From an optimization exercise on the open Yosys and OpenROAD flow, aimed at small area, a short achievable clock period and few clock cycles; shortcuts taken in it are not production practice. At most, simulation tests tie the RTL to the original design; equivalence was not proved. The flow treats the clock pin as an ideal source. Dropping or thinning the clock tree relies on that and would not hold on a real chip. Power is estimated from default activity; no workload was simulated.

JK:
==> module day3_part2_top, before the edit <==
module day3_part2_top( clk, rst, rom_addr, rom_data, sum, done );
    input clk;
    input rst;
    output [13:0] rom_addr;
    input [7:0] rom_data;
    output [31:0] sum;
    output done;
    reg        rst_q;       
    reg [13:0] addr;
    reg [6:0]  hi;          
    reg [7:0]  lo;          
    reg        pz;          
    reg        l1, l2, l3;  
    reg [52:1] seen1;
    reg [52:1] seen2;
    reg        keep1a;      
    reg        keep1b;      
    reg        keep2a;      
    reg        keep2b;      
    reg [5:0]  badge;
    reg        add;         
    reg [5:0]  sum_lo;
    reg        carry;
    reg [11:0] sum_hi;
    reg        fin;         
    reg        int_done;
    wire zero = hi[0] & lo[0];
    wire eol = zero & ~pz;                        
    wire last = eol & l3;                         
    wire [52:1] keep1 = {{26{keep1b}}, {26{keep1a}}};
    wire [52:1] keep2 = {{26{keep2b}}, {26{keep2a}}};
    reg [52:1] hit;
    integer i;
    always @(*)
        for (i = 1; i <= 52; i = i + 1)
            hit[i] = hi[i / 8] & lo[i % 8];
    reg [5:0] enc;
    always @(*) begin
        enc = 6'd0;
        for (i = 1; i <= 52; i = i + 1)
            if (seen1[i]) enc = enc | i[5:0];
    end
    assign rom_addr = addr;
    assign sum = {14'd0, sum_hi, sum_lo};
    assign done = int_done;
    always @(posedge clk) begin
        rst_q <= rst;
        addr <= rst_q ? 14'd0 : addr + 14'd1;
        for (i = 0; i < 7; i = i + 1)
            hi[i] <= (rom_data[5:3] == i);
        for (i = 0; i < 8; i = i + 1)
            lo[i] <= (rom_data[2:0] == i);
        pz <= zero;
        l1 <= ~rst_q & ((~l1 & ~l2 & ~l3) | (l1 & ~eol) | last);
        l2 <= ~rst_q & ((l2 & ~eol) | (l1 & eol));
        l3 <= ~rst_q & ((l3 & ~eol) | (l2 & eol));
        keep1a <= ~rst_q & ~(eol & (l2 | l3));
        keep1b <= ~rst_q & ~(eol & l2) & ~last;
        keep2a <= ~rst_q & ~last;
        keep2b <= ~rst_q & ~(eol & (l1 | l3));
        seen1 <= (seen1 & keep1) | (hit & ({52{l1}} | ({52{l3}} & seen2)));
        seen2 <= (seen2 & keep2) | (hit & {52{l2}} & seen1);
        badge <= enc;
        add <= ~rst_q & last & ~int_done;
        if (rst_q) begin
            sum_lo <= 6'd0;
            carry <= 1'b0;
            sum_hi <= 12'd0;
        end else begin
            if (add)
                {carry, sum_lo} <= {1'b0, sum_lo} + {1'b0, badge};
            else
                carry <= 1'b0;
            sum_hi <= sum_hi + {11'd0, carry};
        end
        fin <= ~rst_q & zero & pz & l1;
        int_done <= ~rst & ~rst_q & (int_done | fin);
    end
endmodule
clock: 4.0 ns
lec_check: 0
abc_clock_period_in_ps: 1500
cap_margin: 20
core_margin: 2
core_utilization: 40
setup_slack_margin: 2.5
slew_margin: 20
standard.sh (not shown) runs the stock make flow with config.mk's settings and CLKGATE_MAP_FILE= SYNTH_SCRIPT=/design/flow/synth_recipe.tcl, a recipe that flattens the netlist after the stock synthesis.
==> flow/flow/run.sh <==
#!/bin/bash
# The standard layout (standard.sh), except:
# - the clock tree is built by flow/mycts.tcl, run as ORFS's PRE_CTS_TCL hook,
#   which then skips clock_tree_synthesis: the clock port drives 4 root
#   inverters, each driving 2 leaf inverters, each driving an equal-count grid
#   cluster of flip-flops (two inversions: the flip-flops see the port clock);
# - the port buffers are buf_2 cells instead of delay cells;
# - setup repair does not insert buffers (unbuffer, sizeup, swap only).
# All tool output goes to standard.log and ORFS's own logs under orfs/logs.
set -euo pipefail
export PRE_CTS_TCL=$PWD/flow/mycts.tcl
export MYCTS_COLS=4
export MYCTS_ROWS=2
export MYCTS_ROOT=sky130_fd_sc_hd__inv_12
export MYCTS_LEAF=sky130_fd_sc_hd__inv_16
export MYCTS_OUTBUF=sky130_fd_sc_hd__buf_2
export MYCTS_INBUF=sky130_fd_sc_hd__buf_2
export SETUP_MOVE_SEQUENCE=unbuffer,sizeup,swap
# slow wide OR gates are left out of synthesis and repair; adders are plain
# gates for abc rather than full-adder cells
export DONT_USE_CELLS="sky130_fd_sc_hd__or4* sky130_fd_sc_hd__or3*"
export ADDER_MAP_FILE=
bash standard.sh > standard.log 2>&1
Other scripts of this flow, unchanged in this note and not shown: flow/flow/mycts.tcl
What MS does differently from JK at the input level:
-- flow/design.v --
<<< JK, line 9
    reg        rst_q;       
    reg [13:0] addr;
    reg [6:0]  hi;          
    reg [7:0]  lo;          
>>> MS, line 9
    reg        rst_q;       
    reg [13:0] addr;
    reg        addr_cy;     
    reg [6:0]  hi;          
    reg [7:0]  lo;          
<<< JK, line 21
    reg [5:0]  badge;
    reg        add;         
    reg [5:0]  sum_lo;
    reg        carry;
    reg [11:0] sum_hi;
    reg        fin;         
    reg        int_done;
    wire zero = hi[0] & lo[0];
>>> MS, line 22
    reg [5:0]  badge;
    reg        add;         
    reg        add2;        
    reg        c3;
    reg [5:0]  sum_lo;
    reg        carry;       
    reg        carry2;      
    reg [11:0] sum_hi;
    reg        fin;         
    reg        fin2;
    reg        fin3;
    reg        int_done;
    wire zero = hi[0] & lo[0];
<<< JK, line 47
    always @(posedge clk) begin
        rst_q <= rst;
        addr <= rst_q ? 14'd0 : addr + 14'd1;
        for (i = 0; i < 7; i = i + 1)
            hi[i] <= (rom_data[5:3] == i);
>>> MS, line 53
    always @(posedge clk) begin
        rst_q <= rst;
        if (rst_q) begin
            addr <= 14'd0;
            addr_cy <= 1'b0;
        end else begin
            addr[6:0] <= addr[6:0] + 7'd1;
            addr[13:7] <= addr[13:7] + {6'd0, addr_cy};
            addr_cy <= (addr[6:0] == 7'd126);
        end
        for (i = 0; i < 7; i = i + 1)
            hi[i] <= (rom_data[5:3] == i);
<<< JK, line 64
        badge <= enc;
        add <= ~rst_q & last & ~int_done;
        if (rst_q) begin
            sum_lo <= 6'd0;
            carry <= 1'b0;
            sum_hi <= 12'd0;
        end else begin
            if (add)
                {carry, sum_lo} <= {1'b0, sum_lo} + {1'b0, badge};
            else
                carry <= 1'b0;
            sum_hi <= sum_hi + {11'd0, carry};
        end
        fin <= ~rst_q & zero & pz & l1;
        int_done <= ~rst & ~rst_q & (int_done | fin);
    end
endmodule
>>> MS, line 77
        badge <= enc;
        add <= ~rst_q & last & ~int_done;
        add2 <= ~rst_q & add;
        if (rst_q) begin
            sum_lo <= 6'd0;
            c3 <= 1'b0;
            carry <= 1'b0;
            carry2 <= 1'b0;
            sum_hi <= 12'd0;
        end else begin
            {c3, sum_lo[2:0]} <= {1'b0, sum_lo[2:0]} + {1'b0, badge[2:0] & {3{add}}};
            {carry, sum_lo[5:3]} <= {1'b0, sum_lo[5:3]} + {1'b0, badge[5:3] & {3{add2}}} + {3'd0, c3};
            {carry2, sum_hi[5:0]} <= {1'b0, sum_hi[5:0]} + {6'd0, carry};
            sum_hi[11:6] <= sum_hi[11:6] + {5'd0, carry2};
        end
        fin <= ~rst_q & zero & pz & l1;
        fin2 <= ~rst_q & fin;
        fin3 <= ~rst_q & fin2;
        int_done <= ~rst & ~rst_q & (int_done | fin3);
    end
endmodule
==> run notes <==
- Of JK and MS, MS shows the lower post-synthesis to final-layout area growth, with JK above it.
- When MS is set beside JK, its met2 track utilization from global routing turns out to be 1.2 points smaller.
- Re synthesized area: JK and MS aren't equal, and the higher value belongs to MS.
- Between JK and MS, global-route usage decreased.
- Shortest clock period the worst path allows after layout up 0.25 ns in MS wrt JK
No run of this note included a check of the RTL's function; only the layout flow was run. No run of this note takes its clock network from TritonCTS; it comes from the design's own scripts or RTL.


Another version of the RTL of day3_part2_top (not shown whole).
Size in the first run: about 57 I/O pins, about 6400 sq um of cells after synthesis.
==> module day3_part2_top, before the edit <==
module day3_part2_top( clk, rst, rom_addr, rom_data, sum, done );
    input clk;
    input rst;
    output [13:0] rom_addr;
    input [7:0] rom_data;
    output [31:0] sum;
    output done;
    reg        rst_q;       
    reg [13:0] addr;
    reg [6:0]  hi;          
    reg [7:0]  lo;          
    reg        pz;          
    reg        l1, l2, l3;  
    reg [52:1] seen1;
    reg [52:1] seen2;
    reg        keep1a;      
    reg        keep1b;      
    reg        keep2a;      
    reg        keep2b;      
    reg [5:0]  badge;
    reg        add;         
    reg        add2;        
    reg        c3;
    reg [5:0]  sum_lo;
    reg        carry;
    reg [11:0] sum_hi;
    reg        fin;         
    reg        fin2;
    reg        int_done;
    wire zero = hi[0] & lo[0];
    wire eol = zero & ~pz;                        
    wire last = eol & l3;                         
    wire [52:1] keep1 = {{26{keep1b}}, {26{keep1a}}};
    wire [52:1] keep2 = {{26{keep2b}}, {26{keep2a}}};
    reg [52:1] hit;
    integer i;
    always @(*)
        for (i = 1; i <= 52; i = i + 1)
            hit[i] = hi[i / 8] & lo[i % 8];
    reg [5:0] enc;
    always @(*) begin
        enc = 6'd0;
        for (i = 1; i <= 52; i = i + 1)
            if (seen1[i]) enc = enc | i[5:0];
    end
    assign rom_addr = addr;
    assign sum = {14'd0, sum_hi, sum_lo};
    assign done = int_done;
    always @(posedge clk) begin
        rst_q <= rst;
        addr <= rst_q ? 14'd0 : addr + 14'd1;
        for (i = 0; i < 7; i = i + 1)
            hi[i] <= (rom_data[5:3] == i);
        for (i = 0; i < 8; i = i + 1)
            lo[i] <= (rom_data[2:0] == i);
        pz <= zero;
        l1 <= ~rst_q & ((~l1 & ~l2 & ~l3) | (l1 & ~eol) | last);
        l2 <= ~rst_q & ((l2 & ~eol) | (l1 & eol));
        l3 <= ~rst_q & ((l3 & ~eol) | (l2 & eol));
        keep1a <= ~rst_q & ~(eol & (l2 | l3));
        keep1b <= ~rst_q & ~(eol & l2) & ~last;
        keep2a <= ~rst_q & ~last;
        keep2b <= ~rst_q & ~(eol & (l1 | l3));
        seen1 <= (seen1 & keep1) | (hit & ({52{l1}} | ({52{l3}} & seen2)));
        seen2 <= (seen2 & keep2) | (hit & {52{l2}} & seen1);
        badge <= enc;
        add <= ~rst_q & last & ~int_done;
        add2 <= ~rst_q & add;
        if (rst_q) begin
            sum_lo <= 6'd0;
            c3 <= 1'b0;
            carry <= 1'b0;
            sum_hi <= 12'd0;
        end else begin
            if (add)
                {c3, sum_lo[2:0]} <= {1'b0, sum_lo[2:0]} + {1'b0, badge[2:0]};
            if (add2)
                {carry, sum_lo[5:3]} <= {1'b0, sum_lo[5:3]} + {1'b0, badge[5:3]} + {3'd0, c3};
            else
                carry <= 1'b0;
            sum_hi <= sum_hi + {11'd0, carry};
        end
        fin <= ~rst_q & zero & pz & l1;
        fin2 <= ~rst_q & fin;
        int_done <= ~rst & ~rst_q & (int_done | fin2);
    end
endmodule
clock: 4.0 ns
lec_check: 0
abc_clock_period_in_ps: 1500
cap_margin: 20
core_margin: 2
core_utilization: 40
setup_slack_margin: 2.5
slew_margin: 20
==> flow/flow/run.sh <==
#!/bin/bash
# The standard layout (standard.sh), except:
# - the clock tree is built by flow/mycts.tcl, run as ORFS's PRE_CTS_TCL hook,
#   which then skips clock_tree_synthesis: the clock port drives 4 root
#   inverters, each driving 2 leaf inverters, each driving an equal-count grid
#   cluster of flip-flops (two inversions: the flip-flops see the port clock);
# - the port buffers are buf_2 cells instead of delay cells;
# - setup repair does not insert buffers (unbuffer, sizeup, swap only).
# All tool output goes to standard.log and ORFS's own logs under orfs/logs.
set -euo pipefail
export PRE_CTS_TCL=$PWD/flow/mycts.tcl
export MYCTS_COLS=4
export MYCTS_ROWS=2
export MYCTS_ROOT=sky130_fd_sc_hd__clkinv_16
export MYCTS_LEAF=sky130_fd_sc_hd__clkinv_16
export MYCTS_OUTBUF=sky130_fd_sc_hd__buf_2
export MYCTS_INBUF=sky130_fd_sc_hd__buf_2
export SETUP_MOVE_SEQUENCE=unbuffer,sizeup,swap
bash standard.sh > standard.log 2>&1
Other scripts of this flow, unchanged in this note and not shown: flow/flow/mycts.tcl
Testbench counts at the start, summed over its fixed seeds: cycles 164,595.
Then changed:
--- a/flow/design.v
+++ b/flow/design.v
@@ -44,12 +44,31 @@
         for (i = 1; i <= 52; i = i + 1)
             if (seen1[i]) enc = enc | i[5:0];
     end
+    reg [13:0] addr_up;         
+    reg [11:0] hi_up;           
+    always @(*) begin
+        for (i = 0; i < 14; i = i + 1)
+            addr_up[i] = (i == 0) ? 1'b1 : &(addr | ~((14'd1 << i) - 14'd1));
+        for (i = 0; i < 12; i = i + 1)
+            hi_up[i] = carry & ((i == 0) ? 1'b1 : &(sum_hi | ~((12'd1 << i) - 12'd1)));
+    end
+    function [3:0] add3(input [2:0] a, input [2:0] b, input ci);
+        reg c1, c2;
+        begin
+            c1 = (a[0] & b[0]) | (ci & (a[0] ^ b[0]));
+            c2 = (a[1] & b[1]) | (c1 & (a[1] ^ b[1]));
+            add3 = {(a[2] & b[2]) | (c2 & (a[2] ^ b[2])),
+                    a[2] ^ b[2] ^ c2, a[1] ^ b[1] ^ c1, a[0] ^ b[0] ^ ci};
+        end
+    endfunction
+    wire [3:0] add_lo = add3(sum_lo[2:0], badge[2:0] & {3{add}}, 1'b0);
+    wire [3:0] add_hi = add3(sum_lo[5:3], badge[5:3] & {3{add2}}, c3);
     assign rom_addr = addr;
     assign sum = {14'd0, sum_hi, sum_lo};
     assign done = int_done;
     always @(posedge clk) begin
         rst_q <= rst;
-        addr <= rst_q ? 14'd0 : addr + 14'd1;
+        addr <= rst_q ? 14'd0 : addr ^ addr_up;
         for (i = 0; i < 7; i = i + 1)
             hi[i] <= (rom_data[5:3] == i);
         for (i = 0; i < 8; i = i + 1)
@@ -73,13 +92,9 @@
             carry <= 1'b0;
             sum_hi <= 12'd0;
         end else begin
-            if (add)
-                {c3, sum_lo[2:0]} <= {1'b0, sum_lo[2:0]} + {1'b0, badge[2:0]};
-            if (add2)
-                {carry, sum_lo[5:3]} <= {1'b0, sum_lo[5:3]} + {1'b0, badge[5:3]} + {3'd0, c3};
-            else
-                carry <= 1'b0;
-            sum_hi <= sum_hi + {11'd0, carry};
+            {c3, sum_lo[2:0]} <= add_lo;
+            {carry, sum_lo[5:3]} <= add_hi;
+            sum_hi <= sum_hi ^ hi_up;
         end
         fin <= ~rst_q & zero & pz & l1;
         fin2 <= ~rst_q & fin;
Outcome:
- total power hardly moves
- clock power is higher by about 0.7%
- maximum frequency is lower by about 10%
- cell area barely changes
- wire length is lower by 1.7%
- synthesized cell count is lower by about 2%
- combinational power is lower by 10%
- utilization is higher by 1.4 points
- area after synthesis is lower by about 2%
- via count is lower by about 0.3%
Function not checked in the second run of this note: the RTL went through the layout flow alone. In every run of this note, the design's own scripts or RTL, not TritonCTS, make the clock network.

[separate check: timing with driven ports]
Ports are ideal in the flow. The routed layouts listed here were re-timed in OpenROAD. Step 1: set_driving_cell puts a clkbuf_16 on clk and a buf_2 on each other input, an assumption about the parent block. Step 2 also shifts input and output timing later by t, the mid clock arrival at the registers, as if the neighbouring blocks saw the same clock. Three values: ideal ports, drivers, drivers and shift; two values: the first two.
| run | t (ns) | setup WS [ns] | worst hold slack (ns) | latest minus earliest clock arrival (ns) |
|---|---|---|---|---|
| JK | 0.268 | 2.339 / 2.339 / 2.339 | 0.452 / 0.452 / 0.452 | 0.009 / 0.010 |
| MS | 0.270 | 2.092 / 2.092 / 2.092 | 0.438 / 0.438 / 0.438 | 0.010 / 0.010 |
| the first run of note 2 | 0.338 | 2.455 / 2.286 / 2.455 | 0.438 / 0.439 / 0.439 | 0.009 / 0.009 |
| the second run of note 2 | 0.339 | 2.286 / 2.285 / 2.285 | 0.442 / 0.443 / 0.443 | 0.013 / 0.012 |
After both steps every run listed still meets setup and hold. The setup slack of the second run of note 2, which loses most, moves by -0.001 ns with the drivers and by -0.001 ns with both steps.
